From an optimization exercise on the open Yosys and OpenROAD flow, aimed at small area; shortcuts taken in it are not production practice.
Where RTL was checked, it was by simulation tests only, not by an equivalence proof against the original.
Power and IR drop assume default switching activity.

== before ==
// check_receive_window
module check_receive_window (
	input clk,
	input rst_n,
	input [63:0] in_tt_data,
	input [7:0] in_tt_ctrl,
	input in_tt_wr,
	input in_buffer_rdy,
	input in_table_wr,
	input [15:0] in_port_number,
	input [15:0] in_buffer_number,
	input [63:0] in_window_start,
	input [63:0] in_window_end,
	input [63:0] in_global_time,
	input [15:0] in_flow_id,
	input in_tt_flag,
	input [15:0] in_tt_length,
	output reg out_tt_flag_clear,
	output [63:0] out_buffer_data,
	output [7:0] out_buffer_ctrl,
	output out_buffer_wr,
	output out_tt_rdy,
	output [3:0] out_switch_port,
	output [3:0] out_switch_buffer,
	output reg out_table_rdy
);
==> module check_receive_window, before the edit <==
module check_receive_window (
	input clk,
	input rst_n,
	input [63:0] in_tt_data,
	input [7:0] in_tt_ctrl,
	input in_tt_wr,
	input in_buffer_rdy,
	input in_table_wr,
	input [15:0] in_port_number,
	input [15:0] in_buffer_number,
	input [63:0] in_window_start,
	input [63:0] in_window_end,
	input [63:0] in_global_time,
	input [15:0] in_flow_id,
	input in_tt_flag,
	input [15:0] in_tt_length,
	output reg out_tt_flag_clear,
	output [63:0] out_buffer_data,
	output [7:0] out_buffer_ctrl,
	output out_buffer_wr,
	output out_tt_rdy,
	output [3:0] out_switch_port,
	output [3:0] out_switch_buffer,
	output reg out_table_rdy
);
	localparam CHECK_TIME = 2'd0, WAIT_DATA = 2'd1, DROP_DATA = 2'd2, CHECK_ID = 2'd3;
	reg entry_active;           
	reg armed;                  
	reg [3:0] port_onehot;
	reg [3:0] buffer_number;
	reg [63:0] window_start;
	reg [63:0] window_end;
	reg [15:0] flow_id;
	reg [15:0] tt_length;
	reg [1:0] state2;
	reg [1:0] count;            
	reg header_ok;
	reg [63:0] word_a;          
	reg [63:0] word_b;          
	wire carry4 = window_end[3] | (window_end[2] & window_end[1]);
	wire [63:0] end_plus;
	wire [63:4] inc_c;
	assign end_plus[0] = window_end[0];
	assign end_plus[1] = ~window_end[1];
	assign end_plus[2] = window_end[2] ^ window_end[1];
	assign end_plus[3] = ~(window_end[3] ^ (window_end[2] & window_end[1]));
	genvar gi;
	generate
		for (gi = 4; gi < 64; gi = gi + 1) begin : inc
			assign end_plus[gi] = window_end[gi] ^ inc_c[gi];
			if (gi == 4) begin : first
				assign inc_c[gi] = carry4;
			end else if ((gi - 4) % 8 == 0) begin : blk
				assign inc_c[gi] = carry4 & (&window_end[gi - 1:4]);
			end else begin : mid
				assign inc_c[gi] = window_end[gi - 1] & inc_c[gi - 1];
			end
		end
	endgenerate
	wire expired, start_ok, end_ok;
	ge64 ge_exp (.a(in_global_time), .b(end_plus), .y(expired));
	ge64 ge_start (.a(word_a), .b(window_start), .y(start_ok));
	ge64 ge_end (.a(window_end), .b(word_a), .y(end_ok));
	wire time_ok = start_ok && end_ok;
	wire id_ok = word_b[63:32] == {flow_id, tt_length};
	wire ctrl_end = in_tt_ctrl == 8'h01;
	wire in_check = state2 == CHECK_TIME;
	wire in_wait = state2 == WAIT_DATA;
	wire take0 = in_check && armed && count == 2'd0 && in_tt_wr;
	wire take1 = in_check && count == 2'd1 && in_tt_wr;
	wire fwd_hdr = in_wait && (count == 2'd1 || count == 2'd2);
	wire pass = in_wait && count == 2'd3;
	always @(posedge clk or negedge rst_n) begin
		if (!rst_n) begin
			entry_active <= 1'b0;
			armed <= 1'b0;
			out_table_rdy <= 1'b0;
			out_tt_flag_clear <= 1'b0;
		end else begin
			out_table_rdy <= !entry_active && !in_table_wr;
			out_tt_flag_clear <= entry_active && expired && in_tt_flag && header_ok;
			if (!entry_active) begin
				if (in_table_wr) begin
					entry_active <= 1'b1;
					armed <= 1'b1;
				end
			end else if (expired && (!in_tt_flag || header_ok)) begin
				entry_active <= 1'b0;
			end
		end
	end
	always @(posedge clk) begin
		if (!entry_active && in_table_wr) begin
			port_onehot <= {in_port_number == 16'd4, in_port_number == 16'd3,
			                in_port_number == 16'd2, in_port_number == 16'd1};
			buffer_number <= in_buffer_number[3:0];
			window_start <= in_window_start;
			window_end <= in_window_end;
			flow_id <= in_flow_id;
			tt_length <= in_tt_length;
		end
	end
	always @(posedge clk or negedge rst_n) begin
		if (!rst_n) begin
			state2 <= CHECK_TIME;
			count <= 2'd0;
			header_ok <= 1'b0;
		end else begin
			case (state2)
			CHECK_TIME: begin
				if (count == 2'd2) begin
					count <= 2'd0;
					if (time_ok) begin
						header_ok <= 1'b1;
						state2 <= CHECK_ID;
					end else begin
						state2 <= DROP_DATA;
					end
				end else if (take0 || take1) begin
					count <= count + 2'd1;
					header_ok <= 1'b0;
				end
			end
			CHECK_ID: state2 <= id_ok ? WAIT_DATA : DROP_DATA;
			DROP_DATA: if (ctrl_end) state2 <= CHECK_TIME;
			WAIT_DATA: begin
				if (count >= 2'd2 && ctrl_end) begin
					state2 <= CHECK_TIME;
					count <= 2'd0;
				end else if (count != 2'd3) begin
					count <= count + 2'd1;
				end
			end
			endcase
		end
	end
	always @(posedge clk) begin
		if (take0 || take1) word_b <= in_tt_data;
		if (take1 || (in_wait && count == 2'd1)) word_a <= word_b;
	end
	assign out_tt_rdy = (in_check && count == 2'd0) || state2 == DROP_DATA || (pass && in_buffer_rdy);
	assign out_buffer_wr = fwd_hdr || (pass && in_tt_wr);
	assign out_buffer_data = fwd_hdr ? word_a : in_tt_data;
	assign out_buffer_ctrl = fwd_hdr ? 8'd0 : in_tt_ctrl;
	assign out_switch_port = port_onehot;
	assign out_switch_buffer = buffer_number;
endmodule
clock: 5.0 ns
lec_check: 0
cap_margin: 20
core_margin: 2
core_utilization: 40
slew_margin: 20
standard.sh (not shown) runs the stock make flow with config.mk's settings and CLKGATE_MAP_FILE= SYNTH_SCRIPT=/design/flow/synth_recipe.tcl, a recipe that flattens the netlist after the stock synthesis.
==> flow/flow/run.sh <==
#!/bin/bash
# ORFS layout with an area-oriented ABC mapping, smaller port buffers and a
# leaner clock tree. Everything else is the standard flow (standard.sh).
set -euo pipefail
here=$(pwd)
# copy of the ORFS scripts with only the ABC script replaced
rm -rf "$here/orfs_scripts"
cp -r "$FLOW_HOME/scripts" "$here/orfs_scripts"
cp "$here/flow/abc.script" "$here/orfs_scripts/abc_speed.script"
export SCRIPTS_DIR="$here/orfs_scripts"
export BUFFER_PORTS_ARGS="-buffer_cell sky130_fd_sc_hd__buf_1"
export CTS_ARGS="-sink_clustering_enable -repair_clock_nets -dont_use_dummy_load -buf_list sky130_fd_sc_hd__clkbuf_8 -sink_clustering_size 16 -sink_clustering_max_diameter 80"
bash standard.sh > flow_make.log 2>&1
==> flow/flow/abc.script <==
strash
dch
map -D 3000
strash
dch
map -D 3000
topo
stime -c
buffer -c
upsize -c
dnsize -c
## Diff of input files: after against before
--- a/flow/design.v
+++ b/flow/design.v
@@ -38,25 +38,30 @@
 	reg header_ok;
 	reg [63:0] word_a;          
 	reg [63:0] word_b;          
 	wire carry4 = window_end[3] | (window_end[2] & window_end[1]);
 	wire [63:0] end_plus;
-	wire [63:4] inc_c;
+	wire [64:4] inc_c;
 	assign end_plus[0] = window_end[0];
 	assign end_plus[1] = ~window_end[1];
 	assign end_plus[2] = window_end[2] ^ window_end[1];
 	assign end_plus[3] = ~(window_end[3] ^ (window_end[2] & window_end[1]));
 	genvar gi;
 	generate
 		for (gi = 4; gi < 64; gi = gi + 1) begin : inc
 			assign end_plus[gi] = window_end[gi] ^ inc_c[gi];
+			if ((gi - 4) % 8 == 7 || gi == 63) begin : last
+				assign inc_c[gi + 1] = 1'b0;
+			end else begin : mid
+				assign inc_c[gi + 1] = window_end[gi] & inc_c[gi];
+			end
+		end
+		for (gi = 4; gi < 64; gi = gi + 8) begin : blk
 			if (gi == 4) begin : first
 				assign inc_c[gi] = carry4;
-			end else if ((gi - 4) % 8 == 0) begin : blk
+			end else begin : rest
 				assign inc_c[gi] = carry4 & (&window_end[gi - 1:4]);
-			end else begin : mid
-				assign inc_c[gi] = window_end[gi - 1] & inc_c[gi - 1];
 			end
 		end
 	endgenerate
 	wire expired, start_ok, end_ok;
 	ge64 ge_exp (.a(in_global_time), .b(end_plus), .y(expired));
### Flow results
- Data arrival time of the worst path was lower in the run labelled after.
- From before to after the numbers moved as follows: unique cell type count in the Yosys netlist -4, wire length down about 5%, die area fell by 1700 um2.
- after: share of total power in combinational logic lower than before
- Slack of the worst reg-to-reg path: after > before
- after: full flow OK, the timing, design-rule and antenna checks passed
- In after the sequential-to-total area share from yosys stat turned out 3.1 points higher than in before.
- Of the two values seen for critical path class, flip-flop to flip-flop was produced by before and flip-flop to primary output by after.
Function not checked in after: the RTL went through the layout flow alone.

Another version of the RTL of check_receive_window (not shown whole).
Size in the first run: ~420 I/O pins, ~14,000 sq um of cells after synthesis.
==> module check_receive_window, before the edit <==
module check_receive_window (
	input clk,
	input rst_n,
	input [63:0] in_tt_data,
	input [7:0] in_tt_ctrl,
	input in_tt_wr,
	input in_buffer_rdy,
	input in_table_wr,
	input [15:0] in_port_number,
	input [15:0] in_buffer_number,
	input [63:0] in_window_start,
	input [63:0] in_window_end,
	input [63:0] in_global_time,
	input [15:0] in_flow_id,
	input in_tt_flag,
	input [15:0] in_tt_length,
	output reg out_tt_flag_clear,
	output [63:0] out_buffer_data,
	output [7:0] out_buffer_ctrl,
	output out_buffer_wr,
	output out_tt_rdy,
	output [3:0] out_switch_port,
	output [3:0] out_switch_buffer,
	output reg out_table_rdy
);
	localparam CHECK_TIME = 2'd0, WAIT_DATA = 2'd1, DROP_DATA = 2'd2, CHECK_ID = 2'd3;
	reg entry_active;           
	reg armed;                  
	reg [3:0] port_onehot;
	reg [3:0] buffer_number;
	reg [63:0] window_start;
	reg [63:0] window_end;
	reg [15:0] flow_id;
	reg [15:0] tt_length;
	reg [1:0] state2;
	reg [1:0] count;            
	reg header_ok;
	reg [63:0] word_a;          
	reg [63:0] word_b;          
	wire carry4 = window_end[3] | (window_end[2] & window_end[1]);
	wire [63:0] end_plus;
	wire [64:4] inc_c;
	assign end_plus[0] = window_end[0];
	assign end_plus[1] = ~window_end[1];
	assign end_plus[2] = window_end[2] ^ window_end[1];
	assign end_plus[3] = ~(window_end[3] ^ (window_end[2] & window_end[1]));
	genvar gi;
	generate
		for (gi = 4; gi < 64; gi = gi + 1) begin : inc
			assign end_plus[gi] = window_end[gi] ^ inc_c[gi];
			if ((gi - 4) % 12 == 11 || gi == 63) begin : last
				assign inc_c[gi + 1] = 1'b0;
			end else begin : mid
				assign inc_c[gi + 1] = window_end[gi] & inc_c[gi];
			end
		end
		for (gi = 4; gi < 64; gi = gi + 12) begin : blk
			if (gi == 4) begin : first
				assign inc_c[gi] = carry4;
			end else begin : rest
				assign inc_c[gi] = carry4 & (&window_end[gi - 1:4]);
			end
		end
	endgenerate
	wire expired, start_ok, end_ok;
	ge64 ge_exp (.a(in_global_time), .b(end_plus), .y(expired));
	gerip64 ge_start (.a(word_a), .b(window_start), .y(start_ok));
	gerip64 ge_end (.a(window_end), .b(word_a), .y(end_ok));
	wire time_ok = start_ok && end_ok;
	wire id_ok = word_b[63:32] == {flow_id, tt_length};
	wire ctrl_end = in_tt_ctrl == 8'h01;
	wire in_check = state2 == CHECK_TIME;
	wire in_wait = state2 == WAIT_DATA;
	wire take0 = in_check && armed && count == 2'd0 && in_tt_wr;
	wire take1 = in_check && count == 2'd1 && in_tt_wr;
	wire fwd_hdr = in_wait && (count == 2'd1 || count == 2'd2);
	wire pass = in_wait && count == 2'd3;
	always @(posedge clk or negedge rst_n) begin
		if (!rst_n) begin
			entry_active <= 1'b0;
			armed <= 1'b0;
			out_table_rdy <= 1'b0;
			out_tt_flag_clear <= 1'b0;
		end else begin
			out_table_rdy <= !entry_active && !in_table_wr;
			out_tt_flag_clear <= entry_active && expired && in_tt_flag && header_ok;
			if (!entry_active) begin
				if (in_table_wr) begin
					entry_active <= 1'b1;
					armed <= 1'b1;
				end
			end else if (expired && (!in_tt_flag || header_ok)) begin
				entry_active <= 1'b0;
			end
		end
	end
	always @(posedge clk) begin
		if (!entry_active && in_table_wr) begin
			port_onehot <= {in_port_number == 16'd4, in_port_number == 16'd3,
			                in_port_number == 16'd2, in_port_number == 16'd1};
			buffer_number <= in_buffer_number[3:0];
			window_start <= in_window_start;
			window_end <= in_window_end;
			flow_id <= in_flow_id;
			tt_length <= in_tt_length;
		end
	end
	always @(posedge clk or negedge rst_n) begin
		if (!rst_n) begin
			state2 <= CHECK_TIME;
			count <= 2'd0;
			header_ok <= 1'b0;
		end else begin
			case (state2)
			CHECK_TIME: begin
				if (count == 2'd2) begin
					count <= 2'd0;
					if (time_ok) begin
						header_ok <= 1'b1;
						state2 <= CHECK_ID;
					end else begin
						state2 <= DROP_DATA;
					end
				end else if (take0 || take1) begin
					count <= count + 2'd1;
					header_ok <= 1'b0;
				end
			end
			CHECK_ID: state2 <= id_ok ? WAIT_DATA : DROP_DATA;
			DROP_DATA: if (ctrl_end) state2 <= CHECK_TIME;
			WAIT_DATA: begin
				if (count >= 2'd2 && ctrl_end) begin
					state2 <= CHECK_TIME;
					count <= 2'd0;
				end else if (count != 2'd3) begin
					count <= count + 2'd1;
				end
			end
			endcase
		end
	end
	always @(posedge clk) begin
		if (take0 || take1) word_b <= in_tt_data;
		if (take1 || (in_wait && count == 2'd1)) word_a <= word_b;
	end
	assign out_tt_rdy = (in_check && count == 2'd0) || state2 == DROP_DATA || (pass && in_buffer_rdy);
	assign out_buffer_wr = fwd_hdr || (pass && in_tt_wr);
	assign out_buffer_data = fwd_hdr ? word_a : in_tt_data;
	assign out_buffer_ctrl = fwd_hdr ? 8'd0 : in_tt_ctrl;
	assign out_switch_port = port_onehot;
	assign out_switch_buffer = buffer_number;
endmodule
==> module gerip64, before the edit <==
module gerip64 (
	input [63:0] a,
	input [63:0] b,
	output y
);
	wire [64:0] c;
	assign c[0] = 1'b1;
	genvar i;
	generate
		for (i = 0; i < 64; i = i + 1) begin : r
			assign c[i + 1] = (a[i] & ~b[i]) | ((a[i] | ~b[i]) & c[i]);
		end
	endgenerate
	assign y = c[64];
endmodule
clock: 5.0 ns
lec_check: 0
cap_margin: 20
core_margin: 2
core_utilization: 40
slew_margin: 20
Scripts as last shown in full above: flow/flow/run.sh, flow/flow/abc.script
The first run finished but failed the layout checks on setup timing.
Edit:
--- a/flow/design.v
+++ b/flow/design.v
@@ -41,31 +41,32 @@
 	wire carry4 = window_end[3] | (window_end[2] & window_end[1]);
 	wire [63:0] end_plus;
-	wire [64:4] inc_c;
+	wire [63:4] run;            
+	wire [15:0] blk;            
+	wire [15:0] blk_pre;        
 	assign end_plus[0] = window_end[0];
 	assign end_plus[1] = ~window_end[1];
 	assign end_plus[2] = window_end[2] ^ window_end[1];
 	assign end_plus[3] = ~(window_end[3] ^ (window_end[2] & window_end[1]));
+	assign blk_pre[1] = 1'b1;
 	genvar gi;
 	generate
+		for (gi = 1; gi < 16; gi = gi + 1) begin : blocks
+			assign blk[gi] = &window_end[4*gi+3:4*gi];
+			if (gi > 1) begin : pre
+				assign blk_pre[gi] = blk_pre[gi-1] & blk[gi-1];
+			end
+			assign run[4*gi] = blk_pre[gi];
+			assign run[4*gi+1] = blk_pre[gi] & window_end[4*gi];
+			assign run[4*gi+2] = blk_pre[gi] & (&window_end[4*gi+1:4*gi]);
+			assign run[4*gi+3] = blk_pre[gi] & (&window_end[4*gi+2:4*gi]);
+		end
 		for (gi = 4; gi < 64; gi = gi + 1) begin : inc
-			assign end_plus[gi] = window_end[gi] ^ inc_c[gi];
-			if ((gi - 4) % 12 == 11 || gi == 63) begin : last
-				assign inc_c[gi + 1] = 1'b0;
-			end else begin : mid
-				assign inc_c[gi + 1] = window_end[gi] & inc_c[gi];
-			end
-		end
-		for (gi = 4; gi < 64; gi = gi + 12) begin : blk
-			if (gi == 4) begin : first
-				assign inc_c[gi] = carry4;
-			end else begin : rest
-				assign inc_c[gi] = carry4 & (&window_end[gi - 1:4]);
-			end
+			assign end_plus[gi] = window_end[gi] ^ (carry4 & run[gi]);
 		end
 	endgenerate
 	wire expired, start_ok, end_ok;
 	ge64 ge_exp (.a(in_global_time), .b(end_plus), .y(expired));
-	gerip64 ge_start (.a(word_a), .b(window_start), .y(start_ok));
-	gerip64 ge_end (.a(window_end), .b(word_a), .y(end_ok));
+	ge64 ge_start (.a(word_a), .b(window_start), .y(start_ok));
+	ge64 ge_end (.a(window_end), .b(word_a), .y(end_ok));
 	wire time_ok = start_ok && end_ok;
 	wire id_ok = word_b[63:32] == {flow_id, tt_length};
@@ -189,17 +190,2 @@
 	assign y = g5[1] | (t5[1] & (g5[0] | t5[0]));
 endmodule
-module gerip64 (
-	input [63:0] a,
-	input [63:0] b,
-	output y
-);
-	wire [64:0] c;
-	assign c[0] = 1'b1;
-	genvar i;
-	generate
-		for (i = 0; i < 64; i = i + 1) begin : r
-			assign c[i + 1] = (a[i] & ~b[i]) | ((a[i] | ~b[i]) & c[i]);
-		end
-	endgenerate
-	assign y = c[64];
-endmodule
Result:
- The changed run went through all stages and came out clean
- die area is higher by roughly a tenth
- design area is higher by a little under a tenth
- global-route usage is higher by 2.1 points
- sequential share of layout area is lower by 4.0 points
- utilization is lower by 1.0 points
For the first run of this note, only the layout was checked, not whether the RTL still works.

[port drivers added, routing unchanged]
The flow's constraints put no driver on any port. The routed layouts listed below were extracted and timed again, unchanged, in two steps. Step 1 (the two cells are an assumption about what drives the block):
set clk [get_ports {clk}]
set_driving_cell -lib_cell sky130_fd_sc_hd__clkbuf_16 $clk
set_driving_cell -lib_cell sky130_fd_sc_hd__buf_2 [delete_from_list [all_inputs] $clk]
Step 2 also shifts input and output timing later by t, the mid clock arrival at the registers, as if the neighbouring blocks saw the same clock. Three values: no drivers, after step 1, after step 2; two values: the first two.
run	t (ns)	setup WS [ns]	worst setup path after step 2	clock arrival spread, ns	worst slew at a driven data input, ns
before	0.617	0.483 / 0.483 / 0.483	register to register	0.037 / 0.037	0.08
after	0.598	0.948 / 0.901 / 1.135	register to register	0.058 / 0.058	0.11
the first run of note 2	0.596	-0.665 / -0.665 / -0.665	register to register	0.046 / 0.046	0.10
the second run of note 2	0.619	0.506 / 0.506 / 0.506	register to register	0.051 / 0.052	0.10
